Context: an optimization exercise on an open-source flow, tuned for small area, a short achievable clock period and few clock cycles per item. The choices shown serve that exercise and are no tape-out recipe. The RTL was checked by simulation tests, not by an equivalence proof against the original design.

run 1:
// snitch_shared_muldiv
module snitch_shared_muldiv #(
  parameter int unsigned IdWidth = 8,
  parameter int unsigned DataWidth = 32
) (
  input  logic                 clk_i,
  input  logic                 rst_ni,
  input  logic [31:0]          acc_qaddr_i,   
  input  logic [IdWidth-1:0]   acc_qid_i,
  input  logic [31:0]          acc_qdata_op_i,   
  input  logic [DataWidth-1:0] acc_qdata_arga_i,
  input  logic [DataWidth-1:0] acc_qdata_argb_i,
  input  logic [DataWidth-1:0] acc_qdata_argc_i,
  input  logic                 acc_qvalid_i,
  output logic                 acc_qready_o,
  output logic [DataWidth-1:0] acc_pdata_o,
  output logic [IdWidth-1:0]   acc_pid_o,
  output logic                 acc_perror_o,
  output logic                 acc_pvalid_o,
  input  logic                 acc_pready_i
);
Size in the first run: about 2700 cells after synthesis, ~140 flip-flops, roughly 220 I/O pins.
clock: 11.0 ns
lec_check: 0
abc_area: 1
cap_margin: 20
core_margin: 2
core_utilization: 40
setup_slack_margin: 5
slew_margin: 20
standard.sh (not shown) runs the stock make flow with config.mk's settings and CLKGATE_MAP_FILE= SYNTH_SCRIPT=/design/flow/synth_recipe.tcl, a recipe that flattens the netlist after the stock synthesis.
==> flow/flow/run.sh <==
#!/bin/bash
set -e
sed 's/SETUP_SLACK_MARGIN=[0-9.]*/SETUP_SLACK_MARGIN=6/' standard.sh > standard_m.sh
bash standard_m.sh > standard.log 2>&1
Testbench counts of run 1, summed over its fixed seeds: cycles 60,126, ops 8,000.
### run 1 -> run 2
==> flow/flow/run.sh <==
#!/bin/bash
set -e
sed 's/SETUP_SLACK_MARGIN=[0-9.]*/SETUP_SLACK_MARGIN=5.4/' standard.sh > standard_m.sh
bash standard_m.sh > standard.log 2>&1
Diff run 1 -> run 2: first-pass GRT wire length now smaller, worst endpoint required time now smaller, stage delay of the slowest cell on the critical path now larger. Synthesis-to-finish area growth: run 2 vs run 1 down 12 points. NOTE: global routing usage summed across all routing layers in run 2 falls short of that of run 1.
## Diff of input files: run 3 against run 2
==> flow/run.sh (new file) <==
#!/bin/bash
# synth_recipe.tcl (not shown) runs the flow's synth.tcl, then flattens the netlist and writes it again
# the make line also repeats each setting of config.mk as NAME=value (left out here)
make -C /OpenROAD-flow-scripts/flow DESIGN_CONFIG=/design/flow/config.mk WORK_HOME=/design/flow/orfs CLKGATE_MAP_FILE= SYNTH_SCRIPT=/design/flow/synth_recipe.tcl finish
removed: flow/flow/run.sh
removed: flow/standard.sh
Results
- Run 3 was carried through to the last stage, and its layout satisfied the timing, DRC and antenna checks.
- Multi-input combinational cell area: run 3 vs run 2 down about 4%
- NOTE: global router's overall resource usage in run 3 falls short of that of run 2
- Via count: run 2 and run 3 compared, lower one is run 3
- Run 3 vs run 2, area growth from synthesis to final layout went down by 5.1 points.
- Global-route wire length before repair (run 3 vs. run 2) decreases by a few percent
- Summary — total wire length after detailed routing, run 3 relative to run 2: lower, by 3.1%.
- Against run 2, run 3 reports a number of gates on the worst path with buffers counted that is lower.

========
snitch_shared_muldiv, a different RTL version from the one above (not shown whole).
Size: roughly 2700 cells after synthesis, ~180 flip-flops, about 220 I/O pins, roughly 0.019 sq mm of cells after synthesis.
==> flow/design.v (excerpt) <==
module snitch_shared_muldiv #(
  parameter int unsigned IdWidth = 8,
  parameter int unsigned DataWidth = 32
) (
  input  logic                 clk_i,
  input  logic                 rst_ni,
  input  logic [31:0]          acc_qaddr_i,   
  input  logic [IdWidth-1:0]   acc_qid_i,
  input  logic [31:0]          acc_qdata_op_i,   
  input  logic [DataWidth-1:0] acc_qdata_arga_i,
  input  logic [DataWidth-1:0] acc_qdata_argb_i,
  input  logic [DataWidth-1:0] acc_qdata_argc_i,
  input  logic                 acc_qvalid_i,
  output logic                 acc_qready_o,
  output logic [DataWidth-1:0] acc_pdata_o,
  output logic [IdWidth-1:0]   acc_pid_o,
  output logic                 acc_perror_o,
  output logic                 acc_pvalid_o,
  input  logic                 acc_pready_i
);
export LEC_CHECK = 0
export ABC_AREA = 1
export CAP_MARGIN = 20
export CORE_MARGIN = 2
export CORE_UTILIZATION = 40
export CTS_BUF_LIST = sky130_fd_sc_hd__clkbuf_4 sky130_fd_sc_hd__clkbuf_8
export SETUP_SLACK_MARGIN = 5
export SLEW_MARGIN = 20
create_clock -name core_clock -period 11.0 [get_ports {clk_i}]
run.sh (not shown) runs the stock make flow with config.mk's settings and CLKGATE_MAP_FILE= SYNTH_SCRIPT=/design/flow/synth_recipe.tcl, a recipe that flattens the netlist after the stock synthesis.
Stock flow here: none of the scripts above is used.
Testbench counts at the start, summed over its fixed seeds: cycles 60,134, ops 8,000.
Next try:
Settings changed: CTS_BUF_LIST sky130_fd_sc_hd__clkbuf_4 sky130_fd_sc_hd__clkbuf_8 to not set.
After rerunning: Cell count barely changes; cell area goes up slightly; global-route usage barely changes; via count is about the same; area after synthesis is unchanged; die area does not change; critical path depth is unchanged; worst setup slack improved by 3.4 ps.

========
== alpha ==
Another version of the RTL of snitch_shared_muldiv (not shown whole).
For scale: ~2600 cells after synthesis, roughly 220 I/O pins, ~0.017 mm^2 of cells after synthesis.
// snitch_shared_muldiv
module snitch_shared_muldiv #(
  parameter int unsigned IdWidth = 8,
  parameter int unsigned DataWidth = 32
) (
  input  logic                 clk_i,
  input  logic                 rst_ni,
  input  logic [31:0]          acc_qaddr_i,   
  input  logic [IdWidth-1:0]   acc_qid_i,
  input  logic [31:0]          acc_qdata_op_i,   
  input  logic [DataWidth-1:0] acc_qdata_arga_i,
  input  logic [DataWidth-1:0] acc_qdata_argb_i,
  input  logic [DataWidth-1:0] acc_qdata_argc_i,
  input  logic                 acc_qvalid_i,
  output logic                 acc_qready_o,
  output logic [DataWidth-1:0] acc_pdata_o,
  output logic [IdWidth-1:0]   acc_pid_o,
  output logic                 acc_perror_o,
  output logic                 acc_pvalid_o,
  input  logic                 acc_pready_i
);
Settings: LEC_CHECK=0, ABC_AREA=1, CAP_MARGIN=20, CORE_MARGIN=2, CORE_UTILIZATION=40, SETUP_SLACK_MARGIN=5, SLEW_MARGIN=20; clock period 11.0 ns.
standard.sh (not shown) runs the stock make flow with config.mk's settings and CLKGATE_MAP_FILE= SYNTH_SCRIPT=/design/flow/synth_recipe.tcl, a recipe that flattens the netlist after the stock synthesis.
==> flow/flow/run.sh <==
#!/bin/bash
set -e
sed 's/SETUP_SLACK_MARGIN=[0-9.]*/SETUP_SLACK_MARGIN=5.5/' standard.sh > standard_m.sh
bash standard_m.sh > standard.log 2>&1
Testbench counts of alpha, summed over its fixed seeds: cycles 57,940, ops 8,000.
Inputs modified between alpha and delta:
==> flow/run.sh (new file) <==
#!/bin/bash
# synth_recipe.tcl (not shown) runs the flow's synth.tcl, then flattens the netlist and writes it again
# the make line also repeats each setting of config.mk as NAME=value (left out here)
make -C /OpenROAD-flow-scripts/flow DESIGN_CONFIG=/design/flow/config.mk WORK_HOME=/design/flow/orfs CLKGATE_MAP_FILE= SYNTH_SCRIPT=/design/flow/synth_recipe.tcl finish
removed: flow/flow/run.sh
removed: flow/standard.sh
--- outcome ---
Cmp delta vs alpha: setup slack lower in delta. delta vs alpha on first-pass GRT wire length: delta is the lower one. Compared with alpha, in delta overall via count from detail_route decreased by 2.5% relative to the old numbers, global-route usage decreased by 0.54 points relative to the old numbers, final routed wirelength across all metal layers decreased by 3600 um relative to the old numbers, met2 wire length decreased by 4.6% relative to the old numbers. Having completed the whole flow, delta delivered a layout that passed the timing, DRC and antenna checks.

separate check: timing with driven ports:
How much do the figures lean on ideal ports? The routed layouts below were timed once more, with nothing changed but the port constraints. Step 1, drivers: a clkbuf_16 drives clk_i and a buf_2 each remaining input, both assumed. Step 2 also shifts input and output timing later by t, the mid clock arrival at the registers, as if the neighbouring blocks saw the same clock. a / b / c = no drivers / after step 1 / after step 2; a / b = the first two.
run | t, ns | setup WS [ns] | hold slack, ns | worst register clock-pin slew, ns | pins driven straight from the clock port
run 1 | 0.518 | 5.738 / 5.738 / 5.712 | 0.516 / 0.516 / 0.516 | 0.07 / 0.07 | 1
run 2 | 0.522 | 5.332 / 5.272 / 5.482 | 0.529 / 0.529 / 0.529 | 0.08 / 0.08 | 1
run 3 | 0.517 | 5.070 / 5.012 / 5.067 | 0.530 / 0.530 / 0.530 | 0.08 / 0.08 | 1
the first run of note 2 | 0.639 | 5.168 / 5.144 / 5.144 | 0.432 / 0.432 / 0.432 | 0.12 / 0.12 | 1
the second run of note 2 | 0.559 | 5.171 / 5.147 / 5.147 | 0.424 / 0.424 / 0.424 | 0.09 / 0.09 | 1
alpha | 0.516 | 5.427 / 5.427 / 5.427 | 0.517 / 0.517 / 0.517 | 0.07 / 0.07 | 1
delta | 0.523 | 5.044 / 4.987 / 5.175 | 0.501 / 0.501 / 0.501 | 0.07 / 0.07 | 1
After both steps setup and hold are still met in every run listed. For run 1, which loses most, drivers alone change the setup slack by 0.000 ns; drivers and shift together by -0.026 ns.
